Background: an optimization exercise with open tools, aiming at small area, a short achievable clock period and few clock cycles. Do not read the settings as production practice. RTL that was checked went through simulation tests only; none was proved equivalent to the original. Power and IR drop assume default switching activity.

Setup of the reference run:
==> flow/design.v (excerpt) <==
module div_unit
    (
        input logic clk,
        input logic rst,
        input logic init_clear,
        input logic instruction_issued_with_rd,
        input logic [4:0] issue_rd_addr,
        input logic [1:0] issue_fn3,
        input logic [4:0] issue_rs1_addr,
        input logic [4:0] issue_rs2_addr,
        input logic [31:0] rs1,
        input logic [31:0] rs2,
        input logic issue_new_request,
        input logic [3:0] issue_id,
        output logic issue_ready,
        input logic wb_ack,
        output logic wb_done,
        output logic [3:0] wb_id,
        output logic [31:0] wb_rd
    );
    localparam logic [2:0] IDLE = 3'd0;
    localparam logic [2:0] ALIGN = 3'd1;
    localparam logic [2:0] RUN = 3'd2;
    localparam logic [2:0] POW2 = 3'd3;
    localparam logic [2:0] POST = 3'd4;
    localparam logic [2:0] DONE = 3'd5;
    logic [2:0] state;
    logic [31:0] rem_r;      
    logic [31:0] div_r;      
    logic [31:0] quo_r;      
    logic [3:0] count;
    logic negate_dividend;
    logic negate_divisor;
    logic negate_quotient;
    logic remainder_op;
    logic [5:0] dividend_clz_r;
    logic [5:0] divisor_clz_r;
    logic divisor_neg_pow2;
    logic divisor_pow2;
    function automatic logic [31:0] negate(input logic [31:0] x);
        logic [31:0] lower_or;
        logic [31:0] next_or;
        lower_or = x;
        for (int l = 0; l < 5; l++) begin
            next_or = lower_or;
  ...
For scale: roughly 2300 cells after synthesis, ~18000 µm² of cells after synthesis.
make LEC_CHECK=0 CAP_MARGIN=20 CORE_MARGIN=2 CORE_UTILIZATION=40 SETUP_SLACK_MARGIN=2.4 SLEW_MARGIN=20 finish   # period 6.5 ns
run.sh (not shown) runs the stock make flow with config.mk's settings and CLKGATE_MAP_FILE= SYNTH_SCRIPT=/design/flow/synth_recipe.tcl, a recipe that flattens the netlist after the stock synthesis.
Testbench counts of the reference run, summed over its fixed seeds: cycles 36,528.
> inputs changed (the reference run -> the trial run)
diff --git a/flow/design.v b/flow/design.v
--- a/flow/design.v
+++ b/flow/design.v
@@ -47,67 +47,70 @@
             for (genvar i = 0; i < TREE_CLZ_WIDTH; i++)  
                 assign clz[i] = (~upper_zero & upper_clz[i]) | (upper_zero & lower_clz[i]);
         end
     endgenerate
 endmodule
 module div_core
     (
         input logic [31:0] remainder,
         input logic [31:0] divisor_e,
+        input logic c,
         output logic [31:0] remainder_next,
         output logic [1:0] quotient_bits
     );
     logic [34:0] r;
     logic [34:0] e;
     logic [34:0] e2;
     logic [34:0] t1;
     logic [34:0] t2;
     logic [34:0] t3;
     logic [34:0] s3;
     logic [34:0] c3;
     assign r = {3'b0, remainder};
     assign e = {3'b111, divisor_e};
-    assign e2 = {e[33:0], 1'b0};
+    assign e2 = {e[33:0], c};
     assign s3 = r ^ e ^ e2;
-    assign c3 = {(r[33:0] & e[33:0]) | (r[33:0] & e2[33:0]) | (e[33:0] & e2[33:0]), 1'b0};
-    div_add add1 (.a(r), .b(e), .sum(t1));
-    div_add add2 (.a(r), .b(e2), .sum(t2));
-    div_add add3 (.a(s3), .b(c3), .sum(t3));
+    assign c3 = {(r[33:0] & e[33:0]) | (r[33:0] & e2[33:0]) | (e[33:0] & e2[33:0]), c};
+    div_add add1 (.a(r), .b(e), .cin(c), .sum(t1));
+    div_add add2 (.a(r), .b(e2), .cin(c), .sum(t2));
+    div_add add3 (.a(s3), .b(c3), .cin(c), .sum(t3));
     logic fits1;
     logic fits2;
     logic fits3;
     logic [31:0] fit_1_or_hold;
     logic [31:0] fit_below_3;
     assign fits1 = ~t1[34];
     assign fits2 = ~t2[34];
     assign fits3 = ~t3[34];
     assign quotient_bits = {fits2, fits3 | (fits1 & ~fits2)};
     assign fit_1_or_hold = (t1[31:0] & {32{fits1}}) | (remainder & {32{~fits1}});
     assign fit_below_3 = fits2 ? t2[31:0] : fit_1_or_hold;
     assign remainder_next = fits3 ? t3[31:0] : fit_below_3;
 endmodule
 module div_add
     (
         input logic [34:0] a,
         input logic [34:0] b,
+        input logic cin,
         output logic [34:0] sum
     );
     localparam N = 35;
     logic [N-1:0] g0;
     logic [N-1:0] p0;
     logic [N-1:0] g;
     logic [N-1:0] p;
     logic [N-1:0] gn;
     logic [N-1:0] pn;
     logic [N-1:0] carry;
     always_comb begin
         g0 = a & b;
         p0 = a ^ b;
+        g0[0] = g0[0] | (p0[0] & cin);
         g = g0;
         p = p0;
         for (int i = 1; i < N; i += 2) begin
             g[i] = g0[i] | (p0[i] & g0[i-1]);
             p[i] = p0[i] & p0[i-1];
         end
         for (int d = 2; d < N; d *= 2) begin
             gn = g;
             pn = p;
@@ -117,19 +120,19 @@
                     pn[i] = p[i] & p[i-d];
                 end
             end
             g = gn;
             p = pn;
         end
         carry = g;
         for (int i = 2; i < N; i += 2)
             carry[i] = g0[i] | (p0[i] & g[i-1]);
-        sum[0] = p0[0];
+        sum[0] = p0[0] ^ cin;
         for (int i = 1; i < N; i++)
             sum[i] = p0[i] ^ carry[i-1];
     end
 endmodule
 module div_unit
     (
         input logic clk,
         input logic rst,
         input logic init_clear,
@@ -239,18 +242,19 @@
     logic [4:0] divisor_log2;
     assign clz_delta = {1'b0, divisor_clz_r} - {1'b0, dividend_clz_r};
     assign divisor_zero = divisor_clz_r[5] & ~negate_divisor;
     assign divisor_log2 = ~divisor_clz_r[4:0] + {4'b0, divisor_neg_pow2};
     logic [31:0] rem_next;
     logic [1:0] quotient_bits;
     div_core divider_block (
         .remainder(rem_r),
         .divisor_e(div_r),
+        .c(~negate_divisor),
         .remainder_next(rem_next),
         .quotient_bits(quotient_bits)
     );
     logic [31:0] rem_reversed;
     logic [31:0] shift_in;
     logic [31:0] shift_out;
     logic [31:0] shift_out_reversed;
     logic [4:0] shift_amount;
     logic [31:0] low_mask;
@@ -358,24 +362,24 @@
             rem_r <= rem_update;
     end
     logic [31:0] div_update;
     logic div_take_aligned;
     logic div_take_shifted;
     logic div_take_hold;
     assign div_take_aligned = (state == ALIGN);
     assign div_take_shifted = (state == RUN);
     assign div_take_hold = ~(div_take_aligned | div_take_shifted);
-    assign div_update = (shift_out & {32{div_take_aligned}}) |
+    assign div_update = ((shift_out ^ {32{~negate_divisor}}) & {32{div_take_aligned}}) |
                         ({2'b11, div_r[31:2]} & {32{div_take_shifted}}) |
                         (div_r & {32{div_take_hold}});
     always_ff @ (posedge clk) begin
         if (start)
-            div_r <= neg_rs2 ? rs2 : negate(rs2);
+            div_r <= rs2;
         else
             div_r <= div_update;
     end
     always_ff @ (posedge clk) begin
         if (start)
             quo_r <= {32{~|rs2}};
         else if (pow2_now)
             quo_r <= shift_out_reversed;
         else if (state == RUN)
==> summary.txt <==
The trial run — fraction of synthesized cell area in xor and xnor cells 1.7 points lower, the reference run as reference. Lower net count reported at finish was reported by the trial run, not the reference run. Switching power share of the total down 0.55 points in the trial run wrt the reference run. The trial run finished end to end and its layout was clean on timing, DRC and antenna. The core of the trial run is more densely filled than that of the reference run. Where switching component of the power is concerned, the reference run is outperformed by the trial run. Minimum period implied by the final worst setup slack for the trial run: 0.43 ns up relative to the reference run. Relative to the reference run, the trial run degrades first-pass GRT wire length. The die area of the trial run is lower than that of the reference run. Compare the trial run and the reference run | share of synthesized cell area in and, or, nand and nor gates higher: the reference run. Summary of the trial run over the reference run: total nets after synthesis has decreased, met3 wirelength from detailed routing climbed 13%, met3 capacity usage during global routing shows an increase of 1.4 points.
For the trial run, only the layout was checked, not whether the RTL still works.

what the ideal ports hide:
Ports are ideal in the flow. The routed layouts listed here were re-timed in OpenROAD.
Step 1, drivers: a clkbuf_16 drives clk and a buf_2 each remaining input, both assumed.
Step 2 times the ports against the registers' clock, not the clock port: input delays grow and output delays shrink by t, the midpoint of the rising clock arrivals with the driver on.
Slacks: ideal / step 1 / step 2; pairs: ideal / step 1.
run | t (ns) | setup slack, ns | hold WS [ns] | worst setup path at the end
the reference run | 0.517 | 2.534 / 2.534 / 2.167 | 0.504 / 0.504 / 0.504 | input to register
the trial run | 0.518 | 2.101 / 2.101 / 2.099 | 0.560 / 0.560 / 0.560 | input to register
After both steps setup and hold are still met in every run listed. The setup slack of the reference run, which loses most, moves by 0.000 ns with the drivers and by -0.367 ns with both steps.
